This is an optimization exercise on Yosys and OpenROAD, whose aim is small area, a short achievable clock period and few clock cycles per item, not a production implementation. In this exercise RTL edits were held to simulation tests only and were not proved equivalent to the original.

## muldiv_top
module muldiv_top (
    input  logic               clk,
    input  logic               rst_n,
    input  logic [3:0]         op_i,
    input  logic [31:0]        opr1_i,
    input  logic [31:0]        opr2_i,
    input  logic               flush_i,
    output logic               busy_o,
    output logic               done_o,
    output logic [31:0]        result_o
);
==> module muldiv_top, before the edit <==
module muldiv_top (
    input  logic               clk,
    input  logic               rst_n,
    input  logic [3:0]         op_i,
    input  logic [31:0]        opr1_i,
    input  logic [31:0]        opr2_i,
    input  logic               flush_i,
    output logic               busy_o,
    output logic               done_o,
    output logic [31:0]        result_o
);
localparam int S  = 4;            
localparam int BW = 36;           
localparam int CW = 4;            
function automatic logic [5:0] clz32(input logic [31:0] x);
    logic [15:0]      v1;
    logic [15:0][0:0] c1;
    logic [7:0]       v2;
    logic [7:0][1:0]  c2;
    logic [3:0]       v3;
    logic [3:0][2:0]  c3;
    logic [1:0]       v4;
    logic [1:0][3:0]  c4;
    logic             v5;
    logic [4:0]       c5;
    for (int k = 0; k < 16; k++) begin
        v1[k] = x[2*k+1] | x[2*k];
        c1[k] = ~x[2*k+1];
    end
    for (int k = 0; k < 8; k++) begin
        v2[k] = v1[2*k+1] | v1[2*k];
        c2[k] = v1[2*k+1] ? {1'b0, c1[2*k+1]} : {1'b1, c1[2*k]};
    end
    for (int k = 0; k < 4; k++) begin
        v3[k] = v2[2*k+1] | v2[2*k];
        c3[k] = v2[2*k+1] ? {1'b0, c2[2*k+1]} : {1'b1, c2[2*k]};
    end
    for (int k = 0; k < 2; k++) begin
        v4[k] = v3[2*k+1] | v3[2*k];
        c4[k] = v3[2*k+1] ? {1'b0, c3[2*k+1]} : {1'b1, c3[2*k]};
    end
    v5 = v4[1] | v4[0];
    c5 = v4[1] ? {1'b0, c4[1]} : {1'b1, c4[0]};
    clz32 = v5 ? {1'b0, c5} : 6'd32;
endfunction
logic              mul_q;       
logic              div_q;       
logic              imm_q;       
logic              rem_q;       
logic              bz_q;        
logic              hi_q;        
logic              neg_q;       
logic [CW-1:0]     cnt_q;       
logic [32:0]       a_q;         
logic [BW-1:0]     b_q;         
logic [31:0]       q_q;         
logic              done_q;
logic              oneg_q;      
logic [31:0]       res_q;
logic        last_iter;
logic        take;
logic        is_div;
logic        sgn_a, sgn_b;      
logic        na, nb;            
logic [31:0] ua, ub;
logic [5:0]  lza, lzb;          
logic [6:0]  dd;                
logic        bz, imm;
logic [3:0]  dsh4;              
assign last_iter = ~imm_q & (cnt_q == CW'(0));
assign busy_o    = div_q & ~imm_q & ~last_iter;
assign take      = ~busy_o & ~flush_i & (op_i != 4'b0000);
assign is_div    = op_i[3];
always_comb begin
    if (is_div) begin
        sgn_a = ~op_i[0];
        sgn_b = ~op_i[0];
    end else begin
        sgn_a = (op_i[1:0] == 2'b01) | (op_i[1:0] == 2'b10);
        sgn_b = (op_i[1:0] == 2'b01);
    end
end
assign na   = sgn_a & opr1_i[31];
assign nb   = sgn_b & opr2_i[31];
assign ua   = na ? (~opr1_i + 32'd1) : opr1_i;
assign ub   = nb ? (~opr2_i + 32'd1) : opr2_i;
assign lza  = clz32(na ? ~opr1_i : opr1_i);
assign lzb  = clz32(nb ? ~opr2_i : opr2_i);
assign bz   = (opr2_i == 32'd0);
assign dd   = {1'b0, lzb} - {1'b0, lza} + 7'(na);
assign imm  = bz | dd[6];
assign dsh4 = dd[5:2];
logic [35:0] bx;
logic [16:0] bsel1, bsel2, bneg;
logic [16:0] bsel1_q, bsel2_q, bneg_q;
logic [63:0] prod;
assign bx = {nb, nb, opr2_i, 1'b0};
always_comb begin
    for (int i = 0; i < 17; i++) begin
        bsel1[i] = bx[2*i+1] ^ bx[2*i];
        bsel2[i] = (bx[2*i+2] & ~bx[2*i+1] & ~bx[2*i]) | (~bx[2*i+2] & bx[2*i+1] & bx[2*i]);
        bneg[i]  = bx[2*i+2];
    end
end
always_ff @(posedge clk) begin
    bsel1_q <= bsel1;
    bsel2_q <= bsel2;
    bneg_q  <= bneg;
end
mul33 mul_u (.a(a_q), .sel1(bsel1_q), .sel2(bsel2_q), .neg(bneg_q), .p(prod));
logic [31:0]    r_it;
logic [S-1:0]   qb_it;
localparam int DW = BW + 2;       
logic [31:0]    r_k  [3];           
logic [DW-1:0]  bh_k [2], bf_k [2];
logic [DW-1:0]  d1_k [2], d2_k [2], d3_k [2];
logic           ge1_k [2], ge2_k [2], ge3_k [2];
assign r_k[0] = a_q[31:0];
for (genvar k = 0; k < 2; k++) begin : g_r4
    assign bf_k[k] = DW'(b_q >> (2*k));         
    assign bh_k[k] = DW'(b_q >> (2*k+1));       
    logic [DW-1:0] cs_s, cs_c;
    assign cs_s = DW'(r_k[k]) ^ ~bf_k[k] ^ ~bh_k[k];
    assign cs_c = (DW'(r_k[k]) & ~bf_k[k]) | (DW'(r_k[k]) & ~bh_k[k]) | (~bf_k[k] & ~bh_k[k]);
    sub_ge #(.W(DW)) s1 (.a(DW'(r_k[k])), .b(bh_k[k]), .d(d1_k[k]), .ge(ge1_k[k]));
    sub_ge #(.W(DW)) s2 (.a(DW'(r_k[k])), .b(bf_k[k]), .d(d2_k[k]), .ge(ge2_k[k]));
    add_pf #(.W(DW)) s3 (.a(cs_s), .b({cs_c[DW-2:0], 1'b1}), .s(d3_k[k]));
    assign ge3_k[k] = ~d3_k[k][DW-1];
    assign qb_it[3-2*k] = ge2_k[k];
    assign qb_it[2-2*k] = ge3_k[k] | (ge1_k[k] & ~ge2_k[k]);
    assign r_k[k+1]     = ge3_k[k] ? d3_k[k][31:0] :
                          ge2_k[k] ? d2_k[k][31:0] :
                          ge1_k[k] ? d1_k[k][31:0] : r_k[k];
end
assign r_it = r_k[2];
always_ff @(posedge clk or negedge rst_n) begin
    if (~rst_n) begin
        mul_q  <= 1'b0;
        div_q  <= 1'b0;
        done_q <= 1'b0;
    end else if (flush_i) begin
        mul_q  <= 1'b0;
        div_q  <= 1'b0;
        done_q <= 1'b0;
    end else begin
        done_q <= mul_q | (div_q & (imm_q | last_iter));
        mul_q  <= take & ~is_div;
        if (take)
            div_q <= is_div;
        else if (imm_q | last_iter)
            div_q <= 1'b0;
    end
end
always_ff @(posedge clk) begin
    if (take) begin
        hi_q  <= (op_i[1:0] != 2'b00);
        rem_q <= op_i[1];
        bz_q  <= bz;
        imm_q <= ~is_div | imm;
        cnt_q <= dsh4;
        neg_q <= op_i[1] ? na : ((na ^ nb) & ~bz);
        q_q   <= '0;
        b_q <= BW'({ub, 3'b000}) << {dsh4, 2'b00};
        if (is_div)
            a_q <= {1'b0, ua};
        else
            a_q <= {na, opr1_i};
    end else if (div_q & ~imm_q) begin
        a_q   <= {1'b0, r_it};
        b_q   <= b_q >> S;
        q_q   <= {q_q[31-S:0], qb_it};
        cnt_q <= cnt_q - CW'(1);
    end
    if (mul_q | (div_q & (imm_q | last_iter)))
        oneg_q <= div_q & neg_q;
    if (mul_q)
        res_q <= hi_q ? prod[63:32] : prod[31:0];
    else if (div_q & imm_q)
        res_q <= rem_q ? a_q[31:0] : {32{bz_q}};
    else if (div_q & last_iter)
        res_q <= rem_q ? r_it : {q_q[31-S:0], qb_it};
end
assign done_o   = done_q;
assign result_o = oneg_q ? (~res_q + 32'd1) : res_q;
endmodule
make LEC_CHECK=0 CAP_MARGIN=20 CORE_MARGIN=2 CORE_UTILIZATION=55 PLACE_DENSITY=0.7 SETUP_SLACK_MARGIN=5 SLEW_MARGIN=20 TNS_END_PERCENT=100 finish   # period 14.0 ns
run.sh (not shown) runs the stock make flow with config.mk's settings and CLKGATE_MAP_FILE= SYNTH_SCRIPT=/design/flow/synth_recipe.tcl, a recipe that flattens the netlist after the stock synthesis.
Testbench counts at the start, summed over its fixed seeds: cycles 3,733, ops 2,400.
Next try:
--- a/flow/design.v
+++ b/flow/design.v
@@ -2344,33 +2344,26 @@
 logic              oneg_q;      
 logic [31:0]       res_q;
 logic        last_iter;
 logic        take;
 logic        is_div;
-logic        sgn_a, sgn_b;      
+logic        nma, nmb;          
 logic        na, nb;            
-logic [31:0] ua, ub;
+logic [31:0] ua, ub;            
 logic [5:0]  lza, lzb;          
 logic [6:0]  dd;                
 logic        bz, imm;
 logic [3:0]  dsh4;              
 assign last_iter = ~imm_q & (cnt_q == CW'(0));
 assign busy_o    = div_q & ~imm_q & ~last_iter;
 assign take      = ~busy_o & ~flush_i & (op_i != 4'b0000);
 assign is_div    = op_i[3];
-always_comb begin
-    if (is_div) begin
-        sgn_a = ~op_i[0];
-        sgn_b = ~op_i[0];
-    end else begin
-        sgn_a = (op_i[1:0] == 2'b01) | (op_i[1:0] == 2'b10);
-        sgn_b = (op_i[1:0] == 2'b01);
-    end
-end
-assign na   = sgn_a & opr1_i[31];
-assign nb   = sgn_b & opr2_i[31];
-assign ua   = na ? (~opr1_i + 32'd1) : opr1_i;
+assign nma  = ((op_i[1:0] == 2'b01) | (op_i[1:0] == 2'b10)) & opr1_i[31];
+assign nmb  = (op_i[1:0] == 2'b01) & opr2_i[31];
+assign na   = ~op_i[0] & opr1_i[31];
+assign nb   = ~op_i[0] & opr2_i[31];
+assign ua   = (na & is_div) ? (~opr1_i + 32'd1) : opr1_i;    
 assign ub   = nb ? (~opr2_i + 32'd1) : opr2_i;
 assign lza  = clz32(na ? ~opr1_i : opr1_i);
 assign lzb  = clz32(nb ? ~opr2_i : opr2_i);
 assign bz   = (opr2_i == 32'd0);
 assign dd   = {1'b0, lzb} - {1'b0, lza} + 7'(na);
@@ -2378,11 +2371,11 @@
 assign dsh4 = dd[5:2];
 logic [35:0] bx;
 logic [16:0] bsel1, bsel2, bneg;
 logic [16:0] bsel1_q, bsel2_q, bneg_q;
 logic [63:0] prod;
-assign bx = {nb, nb, opr2_i, 1'b0};
+assign bx = {nmb, nmb, opr2_i, 1'b0};
 always_comb begin
     for (int i = 0; i < 17; i++) begin
         bsel1[i] = bx[2*i+1] ^ bx[2*i];
         bsel2[i] = (bx[2*i+2] & ~bx[2*i+1] & ~bx[2*i]) | (~bx[2*i+2] & bx[2*i+1] & bx[2*i]);
         bneg[i]  = bx[2*i+2];
@@ -2441,31 +2434,31 @@
     if (take) begin
         hi_q  <= (op_i[1:0] != 2'b00);
         rem_q <= op_i[1];
         bz_q  <= bz;
         imm_q <= ~is_div | imm;
-        cnt_q <= dsh4;
         neg_q <= op_i[1] ? na : ((na ^ nb) & ~bz);
+    end
+end
+always_ff @(posedge clk) begin
+    if (take) begin
+        a_q   <= {nma & ~is_div, ua};
+        b_q   <= BW'({ub, 3'b000}) << {dsh4, 2'b00};
         q_q   <= '0;
-        b_q <= BW'({ub, 3'b000}) << {dsh4, 2'b00};
-        if (is_div)
-            a_q <= {1'b0, ua};
-        else
-            a_q <= {na, opr1_i};
-    end else if (div_q & ~imm_q) begin
+        cnt_q <= dsh4;
+    end else begin
         a_q   <= {1'b0, r_it};
         b_q   <= b_q >> S;
         q_q   <= {q_q[31-S:0], qb_it};
         cnt_q <= cnt_q - CW'(1);
     end
-    if (mul_q | (div_q & (imm_q | last_iter)))
-        oneg_q <= div_q & neg_q;
+    oneg_q <= div_q & neg_q;
     if (mul_q)
         res_q <= hi_q ? prod[63:32] : prod[31:0];
-    else if (div_q & imm_q)
+    else if (imm_q)
         res_q <= rem_q ? a_q[31:0] : {32{bz_q}};
-    else if (div_q & last_iter)
+    else
         res_q <= rem_q ? r_it : {q_q[31-S:0], qb_it};
 end
 assign done_o   = done_q;
 assign result_o = oneg_q ? (~res_q + 32'd1) : res_q;
 endmodule
Synthesized cell count came out lower by 1.8%.
Worst setup slack is better by 0.22 ns.
Global-route usage came out lower by 1.2 points.
Routed wire length came out lower by 5.4%.
Utilization came out lower by 0.23 points.
Synthesized area came out lower by 3.7%.
Via count came out lower by 4.5%.
Non-clock buffer count came out lower by 30.
Testbench counts after the change, summed over its fixed seeds: cycles 3,733, ops 2,400.

-- separate check: timing with driven ports --
Ports are ideal in the flow. The routed layouts listed here were re-timed in OpenROAD. Step 1: set_driving_cell puts a clkbuf_16 on clk and a buf_2 on each other input, an assumption about the parent block. Step 2 also shifts input and output timing later by t, the mid clock arrival at the registers, as if the neighbouring blocks saw the same clock. Slacks: ideal ports / drivers / drivers and shift; pairs: ideal ports / drivers.
| run | shift t [ns] | slack for setup (ns) | latest minus earliest clock arrival (ns) | worst data-port slew with drivers (ns) |
|---|---|---|---|---|
| the first run | 0.552 | 5.001 / 5.001 / 4.979 | 0.022 / 0.022 | 0.08 |
| the second run | 0.550 | 5.223 / 5.223 / 5.054 | 0.022 / 0.022 | 0.05 |
After both steps setup and hold are still met in every run listed. For the second run, which loses most, drivers alone change the setup slack by 0.000 ns; drivers and shift together by -0.169 ns.
